What follows belongs to an exercise in optimizing a design on an open flow for small area and a short achievable clock period; a production flow would make more cautious choices.
RTL that was checked went through simulation tests only; none was proved equivalent to the original.
Function not checked in runs 2 and 3: the RTL went through the layout flow alone.
No activity file was given, so power comes from the tool's default toggle rates.

==> flow/design.v <==
module c_inv (input logic a, output logic y);
    assign y = ~a;
endmodule
module c_nand2 (input logic a, input logic b, output logic y);
    assign y = ~(a & b);
endmodule
module c_nor2 (input logic a, input logic b, output logic y);
    assign y = ~(a | b);
endmodule
module c_nand3 (input logic a, input logic b, input logic c, output logic y);
    assign y = ~(a & b & c);
endmodule
module c_xor2 (input logic a, input logic b, output logic y);
    assign y = a ^ b;
endmodule
module c_xnor2 (input logic a, input logic b, output logic y);
    assign y = ~(a ^ b);
endmodule
module c_aoi222 (
        input logic a1, input logic a2, input logic b1, input logic b2,
        input logic c1, input logic c2, output logic y
    );
    assign y = ~((a1 & a2) | (b1 & b2) | (c1 & c2));
endmodule
module c_aoi32 (
        input logic a1, input logic a2, input logic a3, input logic b1, input logic b2,
        output logic y
    );
    assign y = ~((a1 & a2 & a3) | (b1 & b2));
endmodule
module c_merge_t (input logic g, input logic p, input logic gj, output logic gn);
    assign gn = ~(g | (p & gj));
endmodule
module c_merge_f (input logic gn, input logic pn, input logic gjn, output logic g);
    assign g = ~(gn & (pn | gjn));
endmodule
module c_mux2i (input logic a0, input logic a1, input logic s, output logic y);
    assign y = ~(s ? a1 : a0);
endmodule
module d_and3nnp (input logic a, input logic b, input logic c, output logic y);
    assign y = ~a & ~b & c;
endmodule
module d_and3npp (input logic a, input logic b, input logic c, output logic y);
    assign y = ~a & b & c;
endmodule
module d_and3 (input logic a, input logic b, input logic c, output logic y);
    assign y = a & b & c;
endmodule
module d_nor3 (input logic a, input logic b, input logic c, output logic y);
    assign y = ~(a | b | c);
endmodule
module d_and4nnpp (input logic a, input logic b, input logic c, input logic d, output logic y);
    assign y = ~a & ~b & c & d;
endmodule
module d_and4nppp (input logic a, input logic b, input logic c, input logic d, output logic y);
    assign y = ~a & b & c & d;
endmodule
module d_ta (input logic [2:0] f, input logic n1, input logic n0, output logic y);
    assign y = (~f[2] & ~f[1]) | (f[2] & f[1] & ~f[0]) | (~f[2] & f[1] & ~n1 & ~n0);
endmodule
module d_misc (
        input  logic [2:0] func_code,
        input  logic [3:0] n,
        input  logic       carry_in,
        output logic       cn,
        output logic [2:0] s2
    );
    wire ya = (func_code == 6'd0);
    wire ys = (func_code == 6'd1);
    assign cn = ~((ya & carry_in) | (ys & ~carry_in));
    wire       rot = (func_code[2:1] == 2'b01);
    wire       dir = func_code[0];
    wire [1:0] q = n[3:2];
    wire       nz = |n[1:0];
    logic [1:0] q1;
    always_comb begin
        case ({dir, nz, q})
            4'b0001, 4'b0101: q1 = 2'd1;
            4'b0010, 4'b0110: q1 = 2'd2;
            4'b1001: q1 = 2'd2;
            4'b1010: q1 = 2'd1;
            4'b1100: q1 = 2'd2;
            4'b1101: q1 = 2'd1;
            default: q1 = 2'd0;
        endcase
    end
    wire rot_zero = (q == 2'd3) & nz;
    assign s2 = (rot && !rot_zero) ? (3'b001 << q1) : 3'b000;
endmodule
module alu_dec (
        input  logic [2:0] func_code,
        input  logic [3:0] n,
        input  logic       carry_in,
        output logic       sub,
        output logic       rot,
        output logic       ya,
        output logic       ys,
        output logic       cn,
        output logic       ta,
        output logic       td,
        output logic       tb,
        output logic       tg,
        output logic       tn,
        output logic [3:1] s1,
        output logic [2:0] s2
    );
    wire [2:0] f = func_code;
    d_nor3     dya (.a(f[2]), .b(f[1]), .c(f[0]), .y(ya));
    d_and3nnp  dys (.a(f[2]), .b(f[1]), .c(f[0]), .y(ys));
    d_and3nnp  dtd (.a(f[1]), .b(f[0]), .c(f[2]), .y(td));
    d_and3npp  dtg (.a(f[1]), .b(f[2]), .c(f[0]), .y(tg));
    d_and3npp  dtb (.a(f[0]), .b(f[2]), .c(f[1]), .y(tb));
    d_and3     dtn (.a(f[2]), .b(f[1]), .c(f[0]), .y(tn));
    d_ta       dta (.f(f), .n1(n[1]), .n0(n[0]), .y(ta));
    wire e;
    c_xor2     dex (.a(n[1]), .b(f[0]), .y(e));
    d_and4nnpp ds1 (.a(f[2]), .b(e), .c(f[1]), .d(n[0]), .y(s1[1]));
    d_and4nnpp ds2 (.a(f[2]), .b(n[0]), .c(f[1]), .d(n[1]), .y(s1[2]));
    d_and4nppp ds3 (.a(f[2]), .b(f[1]), .c(n[0]), .d(e), .y(s1[3]));
    assign sub = ys;
    assign rot = ~f[2] & f[1];
    d_misc     dmi (.func_code(f), .n(n), .carry_in(carry_in), .cn(cn), .s2(s2));
endmodule
module alu_y (input logic b, input logic ya, input logic ys, output logic y);
    assign y = (b & ya) | (~b & ys);
endmodule
module alu_ys (input logic b, input logic ya, input logic ys, input logic s, output logic y);
    assign y = (b & ya) | (~b & ys) | s;
endmodule
module alu_equ (input logic [11:0] d, output logic equ);
    assign equ = ~(|d);
endmodule
module alu_pre (
        input  logic [11:0] a_in,
        input  logic [11:0] b_in,
        input  logic        carry_in,
        input  logic [2:0]  func_code,
        output logic [11:0] x,
        output logic [11:0] y,
        output logic        cn,
        output logic        sub,
        output logic        rot,
        output logic        equ
    );
    wire ya, ys, ta, td, tb, tg, tn;
    wire [3:1] s1;
    wire [2:0] s2;
    alu_dec dec (
        .func_code(func_code), .n(b_in[3:0]), .carry_in(carry_in),
        .sub(sub), .rot(rot), .ya(ya), .ys(ys), .cn(cn),
        .ta(ta), .td(td), .tb(tb), .tg(tg), .tn(tn), .s1(s1), .s2(s2)
    );
    wire [11:0] an, d, ua, ub, uc;
    genvar i;
    generate
        for (i = 0; i < 12; i++) begin : bits
            c_inv ai (.a(a_in[i]), .y(an[i]));
            c_xor2 df (.a(a_in[i]), .b(b_in[i]), .y(d[i]));
            c_aoi222 xa (
                .a1(ta), .a2(a_in[i]), .b1(s1[1]), .b2(a_in[(i + 11) % 12]),
                .c1(s1[2]), .c2(a_in[(i + 10) % 12]), .y(ua[i])
            );
            c_aoi222 xb (
                .a1(s1[3]), .a2(a_in[(i + 9) % 12]), .b1(td), .b2(d[i]),
                .c1(tb), .c2(b_in[i]), .y(ub[i])
            );
            c_aoi32 xc (.a1(tg), .a2(a_in[i]), .a3(b_in[i]), .b1(tn), .b2(an[i]), .y(uc[i]));
            c_nand3 xo (.a(ua[i]), .b(ub[i]), .c(uc[i]), .y(x[i]));
            if (i >= 9 && i < 12) begin : ysel
                alu_ys yo (.b(b_in[i]), .ya(ya), .ys(ys), .s(s2[i - 9]), .y(y[i]));
            end else begin : yb
                alu_y yo (.b(b_in[i]), .ya(ya), .ys(ys), .y(y[i]));
            end
        end
    endgenerate
    alu_equ eq (.d(d), .equ(equ));
endmodule
module alu_carry (
        input  logic [11:0] gn,
        input  logic [11:0] pn,
        input  logic        cn,
        output logic [12:0] cy
    );
    wire gg1;
    c_merge_f u_gg1 (.gn(gn[0]), .pn(pn[0]), .gjn(cn), .g(gg1));
    wire gg2;
    c_merge_f u_gg2 (.gn(gn[2]), .pn(pn[2]), .gjn(gn[1]), .g(gg2));
    wire pp3;
    c_nor2 u_pp3 (.a(pn[2]), .b(pn[1]), .y(pp3));
    wire gg4;
    c_merge_f u_gg4 (.gn(gn[4]), .pn(pn[4]), .gjn(gn[3]), .g(gg4));
    wire pp5;
    c_nor2 u_pp5 (.a(pn[4]), .b(pn[3]), .y(pp5));
    wire gg6;
    c_merge_f u_gg6 (.gn(gn[6]), .pn(pn[6]), .gjn(gn[5]), .g(gg6));
    wire pp7;
    c_nor2 u_pp7 (.a(pn[6]), .b(pn[5]), .y(pp7));
    wire gg8;
    c_merge_f u_gg8 (.gn(gn[8]), .pn(pn[8]), .gjn(gn[7]), .g(gg8));
    wire pp9;
    c_nor2 u_pp9 (.a(pn[8]), .b(pn[7]), .y(pp9));
    wire gg10;
    c_merge_f u_gg10 (.gn(gn[10]), .pn(pn[10]), .gjn(gn[9]), .g(gg10));
    wire pp11;
    c_nor2 u_pp11 (.a(pn[10]), .b(pn[9]), .y(pp11));
    wire ni12;
    c_inv u_ni12 (.a(gg1), .y(ni12));
    wire gg13;
    c_merge_f u_gg13 (.gn(gn[1]), .pn(pn[1]), .gjn(ni12), .g(gg13));
    wire gg14;
    c_merge_t u_gg14 (.g(gg2), .p(pp3), .gj(gg1), .gn(gg14));
    wire ni15;
    c_inv u_ni15 (.a(gg4), .y(ni15));
    wire ni16;
    c_inv u_ni16 (.a(pp5), .y(ni16));
    wire gg17;
    c_merge_f u_gg17 (.gn(gn[5]), .pn(pn[5]), .gjn(ni15), .g(gg17));
    wire pp18;
    c_nor2 u_pp18 (.a(pn[5]), .b(ni16), .y(pp18));
    wire gg19;
    c_merge_t u_gg19 (.g(gg6), .p(pp7), .gj(gg4), .gn(gg19));
    wire pp20;
    c_nand2 u_pp20 (.a(pp7), .b(pp5), .y(pp20));
    wire ni21;
    c_inv u_ni21 (.a(gg8), .y(ni21));
    wire ni22;
    c_inv u_ni22 (.a(pp9), .y(ni22));
    wire gg23;
    c_merge_f u_gg23 (.gn(gn[9]), .pn(pn[9]), .gjn(ni21), .g(gg23));
    wire pp24;
    c_nor2 u_pp24 (.a(pn[9]), .b(ni22), .y(pp24));
    wire gg25;
    c_merge_t u_gg25 (.g(gg10), .p(pp11), .gj(gg8), .gn(gg25));
    wire pp26;
    c_nand2 u_pp26 (.a(pp11), .b(pp9), .y(pp26));
    wire gg27;
    c_merge_f u_gg27 (.gn(gn[3]), .pn(pn[3]), .gjn(gg14), .g(gg27));
    wire ni28;
    c_inv u_ni28 (.a(gg14), .y(ni28));
    wire gg29;
    c_merge_t u_gg29 (.g(gg4), .p(pp5), .gj(ni28), .gn(gg29));
    wire gg30;
    c_merge_t u_gg30 (.g(gg17), .p(pp18), .gj(ni28), .gn(gg30));
    wire gg31;
    c_merge_f u_gg31 (.gn(gg19), .pn(pp20), .gjn(gg14), .g(gg31));
    wire gg32;
    c_merge_f u_gg32 (.gn(gn[11]), .pn(pn[11]), .gjn(gg25), .g(gg32));
    wire pp33;
    c_nor2 u_pp33 (.a(pn[11]), .b(pp26), .y(pp33));
    wire ni34;
    c_inv u_ni34 (.a(gg31), .y(ni34));
    wire gg35;
    c_merge_f u_gg35 (.gn(gn[7]), .pn(pn[7]), .gjn(ni34), .g(gg35));
    wire gg36;
    c_merge_t u_gg36 (.g(gg8), .p(pp9), .gj(gg31), .gn(gg36));
    wire gg37;
    c_merge_t u_gg37 (.g(gg23), .p(pp24), .gj(gg31), .gn(gg37));
    wire gg38;
    c_merge_f u_gg38 (.gn(gg25), .pn(pp26), .gjn(ni34), .g(gg38));
    wire gg39;
    c_merge_t u_gg39 (.g(gg32), .p(pp33), .gj(gg31), .gn(gg39));
    assign cy[0] = cn;
    assign cy[1] = gg1;
    assign cy[2] = gg13;
    assign cy[3] = gg14;
    assign cy[4] = gg27;
    assign cy[5] = gg29;
    assign cy[6] = gg30;
    assign cy[7] = gg31;
    assign cy[8] = gg35;
    assign cy[9] = gg36;
    assign cy[10] = gg37;
    assign cy[11] = gg38;
    assign cy[12] = gg39;
endmodule
module alu_flags (
        input  logic c11,
        input  logic c12,
        input  logic sub,
        input  logic rot,
        output logic carry_out,
        output logic overflow_out
    );
    assign carry_out = ~rot & (c12 ^ sub);
    assign overflow_out = ~rot & (c11 ^ c12);
endmodule
module alu_post (
        input  logic [11:0] x,
        input  logic [11:0] y,
        input  logic        cn,
        input  logic        sub,
        input  logic        rot,
        output logic [11:0] s,
        output logic        carry_out,
        output logic        overflow_out
    );
    localparam logic [12:0] CY_INV = 13'b1011001101001;
    wire [11:0] pn, gn, sn, rn;
    wire [12:0] cy;
    genvar i;
    generate
        for (i = 0; i < 12; i++) begin : pg
            c_xnor2 hp (.a(x[i]), .b(y[i]), .y(pn[i]));
            c_nand2 hg (.a(x[i]), .b(y[i]), .y(gn[i]));
        end
    endgenerate
    alu_carry carries (.gn(gn), .pn(pn), .cn(cn), .cy(cy));
    c_xnor2 sm0 (.a(pn[0]), .b(cy[0]), .y(sn[0]));
    c_xor2 sm1 (.a(pn[1]), .b(cy[1]), .y(sn[1]));
    c_xor2 sm2 (.a(pn[2]), .b(cy[2]), .y(sn[2]));
    c_xnor2 sm3 (.a(pn[3]), .b(cy[3]), .y(sn[3]));
    c_xor2 sm4 (.a(pn[4]), .b(cy[4]), .y(sn[4]));
    c_xnor2 sm5 (.a(pn[5]), .b(cy[5]), .y(sn[5]));
    c_xnor2 sm6 (.a(pn[6]), .b(cy[6]), .y(sn[6]));
    c_xor2 sm7 (.a(pn[7]), .b(cy[7]), .y(sn[7]));
    c_xor2 sm8 (.a(pn[8]), .b(cy[8]), .y(sn[8]));
    c_xnor2 sm9 (.a(pn[9]), .b(cy[9]), .y(sn[9]));
    c_xnor2 sm10 (.a(pn[10]), .b(cy[10]), .y(sn[10]));
    c_xor2 sm11 (.a(pn[11]), .b(cy[11]), .y(sn[11]));
    generate
        for (i = 0; i < 12; i++) begin : outs
            c_aoi222 r2 (
                .a1(y[9]), .a2(x[i]), .b1(y[10]), .b2(x[(i + 8) % 12]),
                .c1(y[11]), .c2(x[(i + 4) % 12]), .y(rn[i])
            );
            c_mux2i o (.a0(sn[i]), .a1(rn[i]), .s(rot), .y(s[i]));
        end
    endgenerate
    alu_flags fl (
        .c11(cy[11]), .c12(~cy[12]), .sub(sub), .rot(rot),
        .carry_out(carry_out), .overflow_out(overflow_out)
    );
endmodule
module alu_top (
        input  logic        clk,
        input  logic [11:0] a_in,
        input  logic [11:0] b_in,
        input  logic        carry_in,
        input  logic [2:0]  func_code,
        output logic [11:0] a_out,
        output logic        carry_out,
        output logic        equ_out,
        output logic        overflow_out
    );
    wire  [11:0] x_d, y_d;
    wire         cn_d, sub_d, rot_d, equ_d;
    logic [11:0] x_q, y_q;
    logic        cn_q, sub_q, rot_q, equ_q;
    alu_pre pre (
        .a_in(a_in), .b_in(b_in), .carry_in(carry_in), .func_code(func_code),
        .x(x_d), .y(y_d), .cn(cn_d), .sub(sub_d), .rot(rot_d), .equ(equ_d)
    );
    always_ff @(posedge clk) begin
        x_q   <= x_d;
        y_q   <= y_d;
        cn_q  <= cn_d;
        sub_q <= sub_d;
        rot_q <= rot_d;
        equ_q <= equ_d;
    end
    wire [11:0] res;
    wire        res_carry, res_overflow;
    alu_post post (
        .x(x_q), .y(y_q), .cn(cn_q), .sub(sub_q), .rot(rot_q),
        .s(res), .carry_out(res_carry), .overflow_out(res_overflow)
    );
    always_ff @(posedge clk) begin
        a_out        <= res;
        carry_out    <= res_carry;
        equ_out      <= equ_q;
        overflow_out <= res_overflow;
    end
endmodule
==> flow/flow/run.sh <==
#!/bin/bash
# Own layout flow: the standard ORFS flow (standard.sh) with the standard
# synthesis unchanged, and these changes to the layout steps:
#  - before floorplanning, flow/downsize.tcl removes synthesis's buffers and
#    sets each logic cell to its smallest size, for the repair steps to
#    upsize where timing needs it;
#  - the port buffers are plain buffers (BUF_CELL) instead of the delay
#    cells that buffer_ports picks by default;
#  - clock tree synthesis adds no dummy loads (CTS_ARGS).
# Each step's output goes to a log file in the work folder; ORFS's own logs
# stay under orfs/logs.
set -euo pipefail
HERE=$(cd "$(dirname "$0")" && pwd)
BUF_CELL=${BUF_CELL:-sky130_fd_sc_hd__buf_1}
CTS="-sink_clustering_enable -repair_clock_nets -dont_use_dummy_load"
bash standard.sh synth > synth.log 2>&1
bash standard.sh "PRE_FLOORPLAN_TCL=$HERE/downsize.tcl" \
  "BUFFER_PORTS_ARGS=-buffer_cell $BUF_CELL" "CTS_ARGS=$CTS" finish > layout.log 2>&1
==> flow/flow/downsize.tcl <==
# Before floorplanning: remove the buffers that synthesis inserted and set
# every combinational cell to the smallest library cell of the same function.
# The repair steps of the flow then buffer and upsize what the clock period
# needs. Registers keep their cells.
remove_buffers
set n_changed 0
foreach inst [[ord::get_db_block] getInsts] {
  set m [[$inst getMaster] getName]
  if {![regexp {^(sky130_fd_sc_hd__[a-z0-9]+)_([0-9]+)$} $m -> base drv]} { continue }
  if {[regexp {df|dl|sdf|edf|clk|conb|tap|fill|decap} $base]} { continue }
  set best ""
  set best_area 1e9
  foreach lc [get_lib_cells ${base}_*] {
    set name [get_name $lc]
    if {![regexp "^${base}_\[0-9\]+\$" $name]} { continue }
    if {[get_property $lc dont_use]} { continue }
    set a [get_property $lc area]
    if {$a < $best_area} { set best $name; set best_area $a }
  }
  if {$best ne "" && $best ne $m} {
    replace_cell [get_cells [$inst getName]] [get_lib_cells $best]
    incr n_changed
  }
}
puts "downsize: $n_changed cells changed"
==> flow/standard.sh <==
#!/bin/bash
# synth_recipe.tcl (not shown) runs the flow's synth.tcl, then flattens the netlist and writes it again
# the make line also repeats each setting of config.mk as NAME=value (left out here)
make -C /OpenROAD-flow-scripts/flow DESIGN_CONFIG=/design/flow/config.mk WORK_HOME=/design/flow/orfs CLKGATE_MAP_FILE= SYNTH_SCRIPT=/design/flow/synth_recipe.tcl "${@:-finish}"
==> flow/config.mk <==
export PLATFORM = sky130hd
export DESIGN_NAME = alu_top
export DESIGN_NICKNAME = alu_top
export VERILOG_FILES = /design/flow/design.v
export SDC_FILE = /design/flow/constraint.sdc
export NUM_CORES = 4
export LEC_CHECK = 0
export CAP_MARGIN = 20
export CORE_MARGIN = 2
export CORE_UTILIZATION = 40
export SETUP_SLACK_MARGIN = 2.0
export SLEW_MARGIN = 20
export SYNTH_HIERARCHICAL = 1
==> flow/constraint.sdc <==
create_clock -name core_clock -period 4.0 [get_ports {clk}]
set_input_delay 0.8000 -clock core_clock [delete_from_list [all_inputs] [get_ports {clk}]]
set_output_delay 0.8000 -clock core_clock [all_outputs]
set_load 0.01 [all_outputs]
==> impl_metrics.csv, run 1 <==
group,metric,value,unit
outcome,status,"complete, no violations",
global_routing,grt-ovfl-total,0,
die,num_io_pins,44,
sta,fmax,529,MHz
die,die_width,83.5,um
clocking,clock_sinks,43,
setup_path,critPathRequiredTime,4.15,ns
drt,drcViolationCount,0,
sta,tightest_slew,0.767,ns
clocking,clockBufferDepth,2,
power_and_ir_drop,p_int,0.744,mW
global_routing,grt_pass1_wl,11300,um
power_and_ir_drop,p_leak,1.11,nW
drt,ant_nets,0,
clocking,cts-root-buf,"clkbuf_8",
power_and_ir_drop,powerDensity,381,nW/um2
logic_synthesis,yosysWarnings,8,
layout,nNetsFinal,355,
clocking,hold_buffers,0,
layout,antennaDiodeCount,0,
sta,tns,0,ns
clocking,insertion_delay,0.29,ns
sta,rsz0062_at_grt,"true",
setup_path,end_kind,"flop",
global_routing,grt_max_degree,16,
die,core-area,6030,um2
die,initial_utilization,42.0,%
sta,relSlewSlack,48.8,%
layout,layout-drive-gt1-share,7.41,%
drt,num_vias,2425,
layout,syn2layout_area_growth,15.4,%
power_and_ir_drop,ir_drop,0.140,mV
min_path,min_path_type,"flop to flop",
power_and_ir_drop,pwr-share-clk,22.3,%
sta,setup_viol,0,
power_and_ir_drop,p_seq_share,49.2,%
placement,hpwlAfterDp,4860,um
global_routing,antenna_found_initial,0,
drt,firstDrtPassIters,8,
sta,hold_viol_final,0,
setup_path,crit_type,"input pin to flop",
drt,avgViaCountPerCell,6.08,
global_routing,track_usage,19.5,%
die,die_h,83.5,um
logic_synthesis,synth_area,2530,um2
die,die_area,6980,um2
layout,final_core_util,48.4,%
setup_path,critical_path.max_fanout,15,
power_and_ir_drop,p_sw_share,33.1,%
clocking,path_clk_slew,0.08,ns
setup_path,crit_path_start_kind,"input pin",
die,rows,28,
setup_path,critPathArrivalTime,2.04,ns
sta,clock_skew,0.0146,ns
clocking,cts-htree-levels,2,
drt,drt_wl_total,6770,um
power_and_ir_drop,p_switching,0.368,mW
sta,finalCritPeriodShare,47.3,%
run,cap_violations,0,
logic_synthesis,syn_nets,302,
logic_synthesis,synth_area_per_cell,9.27,um2
sta,hold_slack,0.349,ns
placement,place.gp.congestion,0.879,
power_and_ir_drop,pwr-share-comb,28.5,%
drt,wire_per_inst,17.0,um
logic_synthesis,syn-instance-count,273,
sta,timing.final.crit_period,1.89,ns
sta,finalMaxSlewViolations,0,
clocking,cts_tree,"yes",
drt,drt_iter0_markers,370,
global_routing,grt_pass1_vias,2156,
placement,portBuffers,43,
clocking,numCtsBuffers,5,
==> cell usage in the layout (no fill, tap or decap), types with 2 or more instances in the layout <==
| master | n |
|---|---|
| o21ai_1 | 3 |
| a222oi_1 | 36 |
| a32oi_1 | 12 |
| nor4_1 | 3 |
| xnor2_1 | 21 |
| a211o_1 | 4 |
| nand4_1 | 2 |
| nor2b_1 | 7 |
| mux2_1 | 10 |
| a21oi_1 | 8 |
| clkbuf_8 | 5 |
| inv_1 | 21 |
| buf_2 | 2 |
| nor2_1 | 13 |
| nor3b_1 | 2 |
| clkbuf_2 | 3 |
| o21ai_0 | 11 |
| nand2b_1 | 3 |
| xor2_1 | 19 |
| and3b_1 | 2 |
| dfxtp_2 | 4 |
| and3_1 | 2 |
| mux2i_1 | 13 |
| buf_1 | 38 |
| nand3_1 | 13 |
| buf_4 | 3 |
| nand2_1 | 15 |
| dfxtp_1 | 39 |
==> per-layer routing <==
| metal | wire, um | up-vias | share of wire (%) | global-route usage [%] |
|---|---|---|---|---|
| met5 | 0 | - | 0 | 0 |
| met4 | 82 | 0 | 1.2 | 6.45 |
| met3 | 487 | 8 | 7.2 | 2.27 |
| li1 | - | 1184 | - | - |
| met2 | 3190 | 126 | 47 | 30.5 |
| met1 | 3010 | 1107 | 44 | 28.0 |
==> final cells by class <==
cell class	instances	area [um2]
sequential	43	866
timing repair buffer	46	190
multi-input combinational	209	1620
inverter	21	78.8
clock buffer	5	68.8
tap	75	93.8
fill	590	3110
==> through the flow <==
step	instances	total power, mW	cell area (um2)	worst slack (ns)
final	399	1.11	2920	2.11
after global routing	399	1.19	2920	1.99
after CTS	399	1.11	2900	2.03
after detailed placement	393	0.865	2810	1.39
after global placement	393	0.860	2800	1.39
after floorplan	273	0.752	2530	2.02
==> power groups by stage <==
stage	combinational [mW]	clock, mW	sequential, mW
4_1_cts	0.314	0.254	0.546
3_5_place_dp	0.308	0	0.557
6_report	0.318	0.248	0.547
3_3_place_gp	0.304	0	0.555
2_1_floorplan	0.188	0	0.564
5_1_grt	0.353	0.276	0.558
==> worst max-delay path, cell delays in order <==
cell and delay [ns]:
buf_2 0.23, xor2_1 0.20, and4bb_2 0.35, a222oi_1 0.30
nand3_1 0.15
==> registers in the layout, summed over array words and instances, names as in the netlist <==
| name | flops |
|---|---|
| a_out | 12 |
| carry_out | 1 |
| cn_q | 1 |
| equ_out | 1 |
| equ_q | 1 |
| overflow_out | 1 |
| rot_q | 1 |
| sub_q | 1 |
| x_q | 12 |
| y_q | 12 |
==> repair_timing <==
item	in CTS	in global routing
endpoints found under the setup margin	19	19
pin swaps	1	1
resized for setup	7	13
buffers inserted	1	0
hold endpoints to repair	0	0
==> worst paths after layout <==
path                                   start   endpoint  slack (ns)  cells after the start
worst max register to register        x_q[0]  a_out[11]        2.22                      8
worst min-delay path                   equ_q    equ_out        0.35                      0
worst max-delay path            func_code[0]     x_q[0]        2.11                      5
worst min register to register         equ_q    equ_out        0.35                      0
==> inputs of run 2 (changes only) <==
--- a/flow/design.v
+++ b/flow/design.v
@@ -10,6 +10,12 @@
 module c_nand3 (input logic a, input logic b, input logic c, output logic y);
     assign y = ~(a & b & c);
 endmodule
+module c_nand4 (input logic a, input logic b, input logic c, input logic d, output logic y);
+    assign y = ~(a & b & c & d);
+endmodule
+module c_aoi22 (input logic a1, input logic a2, input logic b1, input logic b2, output logic y);
+    assign y = ~((a1 & a2) | (b1 & b2));
+endmodule
 module c_xor2 (input logic a, input logic b, output logic y);
     assign y = a ^ b;
 endmodule
@@ -150,22 +156,17 @@
         .sub(sub), .rot(rot), .ya(ya), .ys(ys), .cn(cn),
         .ta(ta), .td(td), .tb(tb), .tg(tg), .tn(tn), .s1(s1), .s2(s2)
     );
-    wire [11:0] an, d, ua, ub, uc;
+    wire [11:0] an, d, ua, ub, ud, uc;
     genvar i;
     generate
         for (i = 0; i < 12; i++) begin : bits
             c_inv ai (.a(a_in[i]), .y(an[i]));
             c_xor2 df (.a(a_in[i]), .b(b_in[i]), .y(d[i]));
-            c_aoi222 xa (
-                .a1(ta), .a2(a_in[i]), .b1(s1[1]), .b2(a_in[(i + 11) % 12]),
-                .c1(s1[2]), .c2(a_in[(i + 10) % 12]), .y(ua[i])
-            );
-            c_aoi222 xb (
-                .a1(s1[3]), .a2(a_in[(i + 9) % 12]), .b1(td), .b2(d[i]),
-                .c1(tb), .c2(b_in[i]), .y(ub[i])
-            );
+            c_aoi22 xa (.a1(s1[1]), .a2(a_in[(i + 11) % 12]), .b1(s1[2]), .b2(a_in[(i + 10) % 12]), .y(ua[i]));
+            c_aoi22 xb (.a1(s1[3]), .a2(a_in[(i + 9) % 12]), .b1(ta), .b2(a_in[i]), .y(ub[i]));
+            c_aoi22 xd (.a1(td), .a2(d[i]), .b1(tb), .b2(b_in[i]), .y(ud[i]));
             c_aoi32 xc (.a1(tg), .a2(a_in[i]), .a3(b_in[i]), .b1(tn), .b2(an[i]), .y(uc[i]));
-            c_nand3 xo (.a(ua[i]), .b(ub[i]), .c(uc[i]), .y(x[i]));
+            c_nand4 xo (.a(ua[i]), .b(ub[i]), .c(ud[i]), .d(uc[i]), .y(x[i]));
             if (i >= 9 && i < 12) begin : ysel
                 alu_ys yo (.b(b_in[i]), .ya(ya), .ys(ys), .s(s2[i - 9]), .y(y[i]));
             end else begin : yb
==> impl_metrics.csv, run 2 <==
group,metric,value,unit
sta,clock_skew,0.0304,ns
layout,final_cell_mix,"buf_1, dfxtp_1, a22oi_1",
setup_path,ff2ff_path_depth,8,
die,die_width,84.2,um
clocking,cts_tree,"yes",
die,core-area,6280,um2
power_and_ir_drop,powerDensity,373,nW/um2
clocking,cts-root-buf,"clkbuf_8",
die,initial_utilization,41.0,%
sta,hold_viol_final,0,
layout,layout-drive-gt1-share,7.67,%
clocking,insertion_delay,0.31,ns
power_and_ir_drop,pwr-share-clk,22.1,%
min_path,min_path_cells,0,
global_routing,grt_max_degree,17,
placement,place.gp.congestion,0.816,
layout,syn2layout_area_growth,16.2,%
setup_path,crit_path_start_kind,"input pin",
sta,timing.final.crit_period,1.93,ns
global_routing,grt_pass1_vias,2150,
setup_path,startpoint,"func_code[2]",
global_routing,grt_pass1_wl,10800,um
sta,tns,0,ns
power_and_ir_drop,totalPowerFinal,1.12,mW
die,die_h,84.2,um
placement,portBuffers,43,
sta,setup_viol,0,
sta,finalMaxSlewViolations,0,
setup_path,critPathRequiredTime,4.25,ns
drt,drcViolationCount,0,
clocking,numCtsBuffers,5,
setup_path,crit_type,"input pin to flop",
min_path,holdPathEnd,"equ_out",
setup_path,end_kind,"flop",
global_routing,track_usage,18.7,%
run,cap_violations,0,
sta,hold_slack,0.336,ns
outcome,status,"complete, no violations",
drt,drt_wl_total,6830,um
drt,ant_nets,0,
min_path,min_path_type,"flop to flop",
logic_synthesis,synth_area_per_cell,9.03,um2
layout,final_common_cell,"buf_1",
global_routing,antenna_found_initial,0,
global_routing,grt-ovfl-total,0,
drt,wire_per_inst,16.4,um
drt,drt_iter0_markers,233,
power_and_ir_drop,pwr-share-comb,28.7,%
setup_path,cp.buffers_inverters,1,
sta,relSlewSlack,49.7,%
sta,rsz0062_at_grt,"true",
logic_synthesis,syn_nets,314,
power_and_ir_drop,p_leak,1.13,nW
drt,avgViaCountPerCell,5.95,
sta,tightest_slew,0.754,ns
power_and_ir_drop,ir_drop,0.185,mV
drt,firstDrtPassIters,6,
layout,nNetsFinal,370,
power_and_ir_drop,p_seq_share,49.2,%
min_path,min-delay-start,"equ_q",
sta,finalCritPeriodShare,48.2,%
die,num_io_pins,44,
setup_path,max_stage_delay,0.50,ns
setup_path,critical_path.max_fanout,15,
clocking,path_clk_slew,0.10,ns
setup_path,cpMaxStageDelayCell,"a2bb2oi_2",
power_and_ir_drop,p_int,0.746,mW
clocking,hold_buffers,0,
die,rows,29,
setup_path,critPathArrivalTime,2.18,ns
clocking,cts-htree-levels,2,
die,die_area,7100,um2
layout,biggestRegsByFlops,"a_out (12), x_q (12), y_q (12)",
clocking,clockBufferDepth,2,
sta,fmax,519,MHz
setup_path,crit_path_cell_trace,"buf_1 -> nand2b_1 -> a2bb2oi_2 -> a22oi_1 -> nand4_1",
logic_synthesis,syn-instance-count,285,
layout,antennaDiodeCount,0,
setup_path,critPathTopFamily,"compound AO/OA/AOI/OAI gates",
drt,num_vias,2477,
setup_path,rrSetupSlack,2.12,ns
setup_path,reg2reg_to,"a_out[11]",
layout,final_core_util,47.7,%
power_and_ir_drop,p_switching,0.370,mW
logic_synthesis,synth_area,2570,um2
logic_synthesis,yosysWarnings,8,
setup_path,r2r_start,"x_q[4]",
clocking,clock_sinks,43,
power_and_ir_drop,p_sw_share,33.2,%
placement,hpwlAfterDp,4910,um
## run 2: changes by cell type in the layout (fill, tap and decap cells not counted), moves of 4 or more
cell      previous run  this run
a222oi_1            36        12
a22oi_1              0        36
buf_1               38        42
nand3_1             13         1
nand4_1              2        14
## run 2: routing by layer
| layer | part of all wire [%] | GRT usage [%] | up-vias |
|---|---|---|---|
| li1 | - | - | 1216 |
| met1 | 45 | 25.3 | 1138 |
| met5 | 0 | 0 | - |
| met4 | 1.7 | 4.55 | 0 |
| met3 | 6.9 | 3.74 | 11 |
| met2 | 47 | 30.7 | 112 |
## run 2: layout make-up
| cell class | count | area, um2 |
|---|---|---|
| clock buffer | 5 | 68.8 |
| fill | 639 | 3280 |
| inverter | 21 | 78.8 |
| multi-input combinational | 221 | 1670 |
| sequential | 43 | 867 |
| tap | 77 | 96.3 |
| timing repair buffer | 49 | 208 |
## run 2: stage by stage
step / worst slack (ns) / area, um2 / cells
6_report: 2.07 / 2990 / 416
5_1_grt: 1.97 / 2990 / 416
4_1_cts: 2.01 / 2950 / 414
3_5_place_dp: 1.45 / 2850 / 407
3_3_place_gp: 1.54 / 2850 / 407
2_1_floorplan: 2.02 / 2570 / 285
## run 2: repair_timing
action	CTS	global route
setup buffers	2	2
pin swaps	1	1
gates resized for setup	7	10
setup endpoints to repair	31	12
## run 2: power by group through the flow
| stage | clock [mW] | combinational [mW] | sequential, mW |
|---|---|---|---|
| floorplan | 0 | 0.185 | 0.564 |
| global placement | 0 | 0.301 | 0.557 |
| detailed placement | 0 | 0.305 | 0.556 |
| CTS | 0.255 | 0.313 | 0.546 |
| global route | 0.274 | 0.354 | 0.559 |
| finish | 0.247 | 0.320 | 0.549 |
## run 2: how the worst max path moves through the flow
stage	to	slack, ns	depth (start not counted)
after floorplan	a_out[11]	2.02	8
after global routing	a_out[11]	1.97	8
after global placement	x_q[5]	1.54	5
after detailed placement	x_q[7]	1.45	5
final	x_q[6]	2.07	5
after CTS	a_out[11]	2.01	8
==> inputs of run 3 (changes only) <==
--- a/flow/design.v
+++ b/flow/design.v
@@ -1,6 +1,12 @@
 module c_inv (input logic a, output logic y);
     assign y = ~a;
 endmodule
+module c_or2 (input logic a, input logic b, output logic y);
+    assign y = a | b;
+endmodule
+module c_or2n (input logic a, input logic b, output logic y);
+    assign y = a | ~b;
+endmodule
 module c_nand2 (input logic a, input logic b, output logic y);
     assign y = ~(a & b);
 endmodule
@@ -10,12 +16,6 @@
 module c_nand3 (input logic a, input logic b, input logic c, output logic y);
     assign y = ~(a & b & c);
 endmodule
-module c_nand4 (input logic a, input logic b, input logic c, input logic d, output logic y);
-    assign y = ~(a & b & c & d);
-endmodule
-module c_aoi22 (input logic a1, input logic a2, input logic b1, input logic b2, output logic y);
-    assign y = ~((a1 & a2) | (b1 & b2));
-endmodule
 module c_xor2 (input logic a, input logic b, output logic y);
     assign y = a ^ b;
 endmodule
@@ -156,17 +156,22 @@
         .sub(sub), .rot(rot), .ya(ya), .ys(ys), .cn(cn),
         .ta(ta), .td(td), .tb(tb), .tg(tg), .tn(tn), .s1(s1), .s2(s2)
     );
-    wire [11:0] an, d, ua, ub, ud, uc;
+    wire [11:0] an, d, ua, ub, uc;
     genvar i;
     generate
         for (i = 0; i < 12; i++) begin : bits
             c_inv ai (.a(a_in[i]), .y(an[i]));
             c_xor2 df (.a(a_in[i]), .b(b_in[i]), .y(d[i]));
-            c_aoi22 xa (.a1(s1[1]), .a2(a_in[(i + 11) % 12]), .b1(s1[2]), .b2(a_in[(i + 10) % 12]), .y(ua[i]));
-            c_aoi22 xb (.a1(s1[3]), .a2(a_in[(i + 9) % 12]), .b1(ta), .b2(a_in[i]), .y(ub[i]));
-            c_aoi22 xd (.a1(td), .a2(d[i]), .b1(tb), .b2(b_in[i]), .y(ud[i]));
+            c_aoi222 xa (
+                .a1(ta), .a2(a_in[i]), .b1(s1[1]), .b2(a_in[(i + 11) % 12]),
+                .c1(s1[2]), .c2(a_in[(i + 10) % 12]), .y(ua[i])
+            );
+            c_aoi222 xb (
+                .a1(s1[3]), .a2(a_in[(i + 9) % 12]), .b1(td), .b2(d[i]),
+                .c1(tb), .c2(b_in[i]), .y(ub[i])
+            );
             c_aoi32 xc (.a1(tg), .a2(a_in[i]), .a3(b_in[i]), .b1(tn), .b2(an[i]), .y(uc[i]));
-            c_nand4 xo (.a(ua[i]), .b(ub[i]), .c(ud[i]), .d(uc[i]), .y(x[i]));
+            c_nand3 xo (.a(ua[i]), .b(ub[i]), .c(uc[i]), .y(x[i]));
             if (i >= 9 && i < 12) begin : ysel
                 alu_ys yo (.b(b_in[i]), .ya(ya), .ys(ys), .s(s2[i - 9]), .y(y[i]));
             end else begin : yb
@@ -178,36 +183,36 @@
 endmodule
 module alu_carry (
         input  logic [11:0] gn,
-        input  logic [11:0] pn,
+        input  logic [11:0] tn,
         input  logic        cn,
         output logic [12:0] cy
     );
     wire gg1;
-    c_merge_f u_gg1 (.gn(gn[0]), .pn(pn[0]), .gjn(cn), .g(gg1));
+    c_merge_f u_gg1 (.gn(gn[0]), .pn(tn[0]), .gjn(cn), .g(gg1));
     wire gg2;
-    c_merge_f u_gg2 (.gn(gn[2]), .pn(pn[2]), .gjn(gn[1]), .g(gg2));
+    c_merge_f u_gg2 (.gn(gn[2]), .pn(tn[2]), .gjn(gn[1]), .g(gg2));
     wire pp3;
-    c_nor2 u_pp3 (.a(pn[2]), .b(pn[1]), .y(pp3));
+    c_nor2 u_pp3 (.a(tn[2]), .b(tn[1]), .y(pp3));
     wire gg4;
-    c_merge_f u_gg4 (.gn(gn[4]), .pn(pn[4]), .gjn(gn[3]), .g(gg4));
+    c_merge_f u_gg4 (.gn(gn[4]), .pn(tn[4]), .gjn(gn[3]), .g(gg4));
     wire pp5;
-    c_nor2 u_pp5 (.a(pn[4]), .b(pn[3]), .y(pp5));
+    c_nor2 u_pp5 (.a(tn[4]), .b(tn[3]), .y(pp5));
     wire gg6;
-    c_merge_f u_gg6 (.gn(gn[6]), .pn(pn[6]), .gjn(gn[5]), .g(gg6));
+    c_merge_f u_gg6 (.gn(gn[6]), .pn(tn[6]), .gjn(gn[5]), .g(gg6));
     wire pp7;
-    c_nor2 u_pp7 (.a(pn[6]), .b(pn[5]), .y(pp7));
+    c_nor2 u_pp7 (.a(tn[6]), .b(tn[5]), .y(pp7));
     wire gg8;
-    c_merge_f u_gg8 (.gn(gn[8]), .pn(pn[8]), .gjn(gn[7]), .g(gg8));
+    c_merge_f u_gg8 (.gn(gn[8]), .pn(tn[8]), .gjn(gn[7]), .g(gg8));
     wire pp9;
-    c_nor2 u_pp9 (.a(pn[8]), .b(pn[7]), .y(pp9));
+    c_nor2 u_pp9 (.a(tn[8]), .b(tn[7]), .y(pp9));
     wire gg10;
-    c_merge_f u_gg10 (.gn(gn[10]), .pn(pn[10]), .gjn(gn[9]), .g(gg10));
+    c_merge_f u_gg10 (.gn(gn[10]), .pn(tn[10]), .gjn(gn[9]), .g(gg10));
     wire pp11;
-    c_nor2 u_pp11 (.a(pn[10]), .b(pn[9]), .y(pp11));
+    c_nor2 u_pp11 (.a(tn[10]), .b(tn[9]), .y(pp11));
     wire ni12;
     c_inv u_ni12 (.a(gg1), .y(ni12));
     wire gg13;
-    c_merge_f u_gg13 (.gn(gn[1]), .pn(pn[1]), .gjn(ni12), .g(gg13));
+    c_merge_f u_gg13 (.gn(gn[1]), .pn(tn[1]), .gjn(ni12), .g(gg13));
     wire gg14;
     c_merge_t u_gg14 (.g(gg2), .p(pp3), .gj(gg1), .gn(gg14));
     wire ni15;
@@ -215,9 +220,9 @@
     wire ni16;
     c_inv u_ni16 (.a(pp5), .y(ni16));
     wire gg17;
-    c_merge_f u_gg17 (.gn(gn[5]), .pn(pn[5]), .gjn(ni15), .g(gg17));
+    c_merge_f u_gg17 (.gn(gn[5]), .pn(tn[5]), .gjn(ni15), .g(gg17));
     wire pp18;
-    c_nor2 u_pp18 (.a(pn[5]), .b(ni16), .y(pp18));
+    c_nor2 u_pp18 (.a(tn[5]), .b(ni16), .y(pp18));
     wire gg19;
     c_merge_t u_gg19 (.g(gg6), .p(pp7), .gj(gg4), .gn(gg19));
     wire pp20;
@@ -227,15 +232,15 @@
     wire ni22;
     c_inv u_ni22 (.a(pp9), .y(ni22));
     wire gg23;
-    c_merge_f u_gg23 (.gn(gn[9]), .pn(pn[9]), .gjn(ni21), .g(gg23));
+    c_merge_f u_gg23 (.gn(gn[9]), .pn(tn[9]), .gjn(ni21), .g(gg23));
     wire pp24;
-    c_nor2 u_pp24 (.a(pn[9]), .b(ni22), .y(pp24));
+    c_nor2 u_pp24 (.a(tn[9]), .b(ni22), .y(pp24));
     wire gg25;
     c_merge_t u_gg25 (.g(gg10), .p(pp11), .gj(gg8), .gn(gg25));
     wire pp26;
     c_nand2 u_pp26 (.a(pp11), .b(pp9), .y(pp26));
     wire gg27;
-    c_merge_f u_gg27 (.gn(gn[3]), .pn(pn[3]), .gjn(gg14), .g(gg27));
+    c_merge_f u_gg27 (.gn(gn[3]), .pn(tn[3]), .gjn(gg14), .g(gg27));
     wire ni28;
     c_inv u_ni28 (.a(gg14), .y(ni28));
     wire gg29;
@@ -245,13 +250,13 @@
     wire gg31;
     c_merge_f u_gg31 (.gn(gg19), .pn(pp20), .gjn(gg14), .g(gg31));
     wire gg32;
-    c_merge_f u_gg32 (.gn(gn[11]), .pn(pn[11]), .gjn(gg25), .g(gg32));
+    c_merge_f u_gg32 (.gn(gn[11]), .pn(tn[11]), .gjn(gg25), .g(gg32));
     wire pp33;
-    c_nor2 u_pp33 (.a(pn[11]), .b(pp26), .y(pp33));
+    c_nor2 u_pp33 (.a(tn[11]), .b(pp26), .y(pp33));
     wire ni34;
     c_inv u_ni34 (.a(gg31), .y(ni34));
     wire gg35;
-    c_merge_f u_gg35 (.gn(gn[7]), .pn(pn[7]), .gjn(ni34), .g(gg35));
+    c_merge_f u_gg35 (.gn(gn[7]), .pn(tn[7]), .gjn(ni34), .g(gg35));
     wire gg36;
     c_merge_t u_gg36 (.g(gg8), .p(pp9), .gj(gg31), .gn(gg36));
     wire gg37;
@@ -274,17 +279,6 @@
     assign cy[11] = gg38;
     assign cy[12] = gg39;
 endmodule
-module alu_flags (
-        input  logic c11,
-        input  logic c12,
-        input  logic sub,
-        input  logic rot,
-        output logic carry_out,
-        output logic overflow_out
-    );
-    assign carry_out = ~rot & (c12 ^ sub);
-    assign overflow_out = ~rot & (c11 ^ c12);
-endmodule
 module alu_post (
         input  logic [11:0] x,
         input  logic [11:0] y,
@@ -296,16 +290,17 @@
         output logic        overflow_out
     );
     localparam logic [12:0] CY_INV = 13'b1011001101001;
-    wire [11:0] pn, gn, sn, rn;
+    wire [11:0] pn, gn, tn, sn, rn;
     wire [12:0] cy;
     genvar i;
     generate
         for (i = 0; i < 12; i++) begin : pg
             c_xnor2 hp (.a(x[i]), .b(y[i]), .y(pn[i]));
             c_nand2 hg (.a(x[i]), .b(y[i]), .y(gn[i]));
+            c_nor2  ht (.a(x[i]), .b(y[i]), .y(tn[i]));
         end
     endgenerate
-    alu_carry carries (.gn(gn), .pn(pn), .cn(cn), .cy(cy));
+    alu_carry carries (.gn(gn), .tn(tn), .cn(cn), .cy(cy));
     c_xnor2 sm0 (.a(pn[0]), .b(cy[0]), .y(sn[0]));
     c_xor2 sm1 (.a(pn[1]), .b(cy[1]), .y(sn[1]));
     c_xor2 sm2 (.a(pn[2]), .b(cy[2]), .y(sn[2]));
@@ -327,10 +322,13 @@
             c_mux2i o (.a0(sn[i]), .a1(rn[i]), .s(rot), .y(s[i]));
         end
     endgenerate
-    alu_flags fl (
-        .c11(cy[11]), .c12(~cy[12]), .sub(sub), .rot(rot),
-        .carry_out(carry_out), .overflow_out(overflow_out)
-    );
+    wire ov0n, ov1n, co0n, co1n;
+    c_or2n  ova (.a(rot), .b(tn[11]), .y(ov1n));
+    c_or2   ovb (.a(rot), .b(gn[11]), .y(ov0n));
+    c_or2   coa (.a(rot), .b(sub), .y(co1n));
+    c_inv   cob (.a(sub), .y(co0n));
+    c_mux2i ovm (.a0(ov0n), .a1(ov1n), .s(cy[11]), .y(overflow_out));
+    c_mux2i com (.a0(co1n), .a1(co0n), .s(cy[12]), .y(carry_out));
 endmodule
 module alu_top (
         input  logic        clk,
==> flow/flow/run.sh (replaced) <==
#!/bin/bash
# Own layout flow: the standard ORFS flow (standard.sh) with the standard
# synthesis unchanged, and two changes to the layout steps:
#  - before floorplanning, flow/downsize.tcl removes synthesis's buffers and
#    sets each logic cell to its smallest size, for the repair steps to
#    upsize where timing needs it;
#  - the port buffers are plain buffers (BUF_CELL) instead of the delay
#    cells that buffer_ports picks by default.
# Each step's output goes to a log file in the work folder; ORFS's own logs
# stay under orfs/logs.
set -euo pipefail
HERE=$(cd "$(dirname "$0")" && pwd)
BUF_CELL=${BUF_CELL:-sky130_fd_sc_hd__buf_1}
bash standard.sh synth > synth.log 2>&1
bash standard.sh "PRE_FLOORPLAN_TCL=$HERE/downsize.tcl" \
  "BUFFER_PORTS_ARGS=-buffer_cell $BUF_CELL" finish > layout.log 2>&1
==> impl_metrics.csv, run 3 <==
group,metric,value,unit
global_routing,grt_pass1_wl,11200,um
min_path,holdPathEnd,"equ_out",
logic_synthesis,synth_area,2590,um2
placement,dp.cells,407,
setup_path,end_kind,"flop",
setup_path,ff2ff_path_depth,8,
drt,avgViaCountPerCell,6.01,
layout,n_fill_cell,642,
setup_path,cp.buffers_inverters,1,
clocking,cts_tree,"yes",
sta,tns,0,ns
die,die_area,7130,um2
drt,num_vias,2501,
layout,nNetsFinal,367,
clocking,numCtsBuffers,5,
placement,pre_cts_ws,1.37,ns
setup_path,critPathArrivalTime,2.11,ns
sta,layout_setup_ws,2.07,ns
setup_path,crit_path_cell_trace,"buf_1 -> and4bb_1 -> a222oi_1 -> nand3_1",
drt,ant_nets,0,
logic_synthesis,yosysWarnings,8,
sta,tightest_slew,0.769,ns
clocking,insertion_delay,0.30,ns
clocking,clock_sinks,43,
layout,syn2layout_area_growth,15.5,%
global_routing,antenna_found_initial,0,
drt,drt_iter0_markers,331,
placement,place.gp.congestion,0.895,
layout,final_cells,416,
setup_path,crit_type,"input pin to flop",
setup_path,critPathTopFamily,"simple AND/OR/NAND/NOR gates",
min_path,min_path_cells,0,
logic_synthesis,syn-instance-count,286,
setup_path,crit_path_start_kind,"input pin",
layout,layout-drive-gt1-share,6.49,%
die,initial_utilization,41.0,%
die,rows,29,
layout,biggestRegsByFlops,"a_out (12), x_q (12), y_q (12)",
global_routing,grt_max_degree,17,
power_and_ir_drop,powerDensity,388,nW/um2
placement,portBuffers,43,
setup_path,reg2reg_to,"a_out[11]",
layout,antennaDiodeCount,0,
layout,final_core_util,47.3,%
outcome,status,"complete, no violations",
sta,relSlewSlack,48.7,%
drt,firstDrtPassIters,10,
clocking,clockBufferDepth,2,
setup_path,max_stage_delay,0.45,ns
logic_synthesis,synth_area_per_cell,9.05,um2
setup_path,critPathRequiredTime,4.18,ns
sta,timing.final.crit_period,1.93,ns
global_routing,track_usage,19.5,%
power_and_ir_drop,totalPowerFinal,1.16,mW
setup_path,cpMaxStageDelayCell,"a222oi_1",
sta,finalMaxSlewViolations,0,
clocking,cts-root-buf,"clkbuf_8",
die,die_width,84.4,um
setup_path,critical_path.max_fanout,12,
global_routing,grt_pass1_vias,2231,
placement,hpwlAfterDp,4930,um
layout,final_cell_mix,"dfxtp_1, buf_1, a222oi_1",
drt,drt_wl_total,6940,um
setup_path,rrSetupSlack,2.16,ns
min_path,min-delay-start,"equ_q",
die,core-area,6310,um2
power_and_ir_drop,p_leak,1.15,nW
die,die_h,84.4,um
sta,hold_viol_final,0,
clocking,cts-htree-levels,2,
sta,setup_viol,0,
sta,fmax,517,MHz
drt,drcViolationCount,0,
run,cap_violations,0,
setup_path,r2r_start,"x_q[0]",
sta,clock_skew,0.00830,ns
die,num_io_pins,44,
layout,final_common_cell,"dfxtp_1",
clocking,path_clk_slew,0.10,ns
drt,wire_per_inst,16.7,um
sta,rsz0062_at_grt,"true",
min_path,min_path_type,"flop to flop",
logic_synthesis,syn_nets,315,
sta,finalCritPeriodShare,48.3,%
clocking,hold_buffers,0,
power_and_ir_drop,ir_drop,0.163,mV
global_routing,grt-ovfl-total,0,
run 3: worst reg2reg max path: cells and delay by family (launching register included):
family                 cells  cell delay [ns]
AO/OA/AOI/OAI              4             0.91
flip-flops                 1             0.41
XOR/XNOR                   1             0.16
buffers and inverters      1             0.09
multiplexers               1             0.08
AND/OR/NAND/NOR            1             0.06
run 3: worst max-delay path by stage:
stage | startpoint | end | slack, ns | cells after the start
6_report | b_in[0] | x_q[6] | 2.07 | 4
5_1_grt | x_q[3] | a_out[11] | 1.97 | 8
4_1_cts | x_q[0] | a_out[11] | 2.00 | 8
3_5_place_dp | func_code[2] | x_q[5] | 1.37 | 5
3_3_place_gp | func_code[0] | y_q[9] | 1.38 | 4
2_1_floorplan | x_q[0] | a_out[11] | 2.07 | 8
run 3: area by class of cell:
type / count / area [um2] / share of cell area, %
clock buffers: 5 / 68.8 / 2.30
clock inverters: 3 / 26.3 / 0.879
inverters: 21 / 78.8 / 2.64
multi-input cells: 222 / 1670 / 56.0
flip-flops and latches: 43 / 865 / 28.9
well taps: 77 / 96.3 / 3.22
repair buffers: 45 / 181 / 6.07
run 3: stage by stage:
| step | hold slack (ns) | instance area [um2] |
|---|---|---|
| 6_report | 0.336 | 2990 |
| 5_1_grt | 0.351 | 2990 |
| 3_5_place_dp | 0.316 | 2860 |
| 4_1_cts | 0.340 | 2970 |
| 3_3_place_gp | 0.312 | 2850 |
| 2_1_floorplan | 0.310 | 2590 |
run 3: power breakdown:
group          switching [mW]  internal [mW]  total [mW]
Sequential             0.0581          0.493       0.551
Combinational           0.175          0.138       0.313
Clock                   0.166          0.129       0.294
run 3: timing repair:
| action | 4_1_cts | 5_1_grt |
|---|---|---|
| setup buffers | 0 | 1 |
| gates resized for setup | 5 | 8 |
| setup endpoints to repair | 17 | 15 |
| cloned | 0 | 0 |
| pin swaps | 1 | 2 |
run 3: per-layer routing:
layer  share of wire, %  wire length, um  vias up  track usage (%)
met5                  0                0        -                0
met1                 44             3060     1121             25.7
met3                7.2              499       13             3.24
li1                   -                -     1231                -
met2                 47             3260      136             32.0
met4                1.7              118        0             7.94

static timing again, ports no longer ideal:
The flow's constraints put no driver on any port. The routed layouts listed below were extracted and timed again, unchanged, in two steps.
Step 1: set_driving_cell puts a clkbuf_16 on clk and a buf_2 on each other input, an assumption about the parent block.
Step 2, shift: input delay + t, output delay - t, t = (earliest + latest rising clock arrival at the registers) / 2. This alone moves slack from input paths to output paths.
a / b / c = ideal / step 1 / step 2; a / b = the first two.
| run | t (ns) | setup slack, ns | clock arrival spread, ns | worst data-port slew with drivers (ns) | cell pins on the clock port's net |
|---|---|---|---|---|---|
| run 1 | 0.309 | 2.108 / 2.111 / 1.802 | 0.015 / 0.015 | 0.03 | 1 |
| run 2 | 0.313 | 2.072 / 2.072 / 1.759 | 0.031 / 0.030 | 0.04 | 1 |
| run 3 | 0.327 | 2.067 / 2.073 / 1.746 | 0.009 / 0.009 | 0.04 | 1 |
After both steps every run listed still meets setup and hold. The setup slack of run 3, which loses most, moves by +0.006 ns with the drivers and by -0.321 ns with both steps.
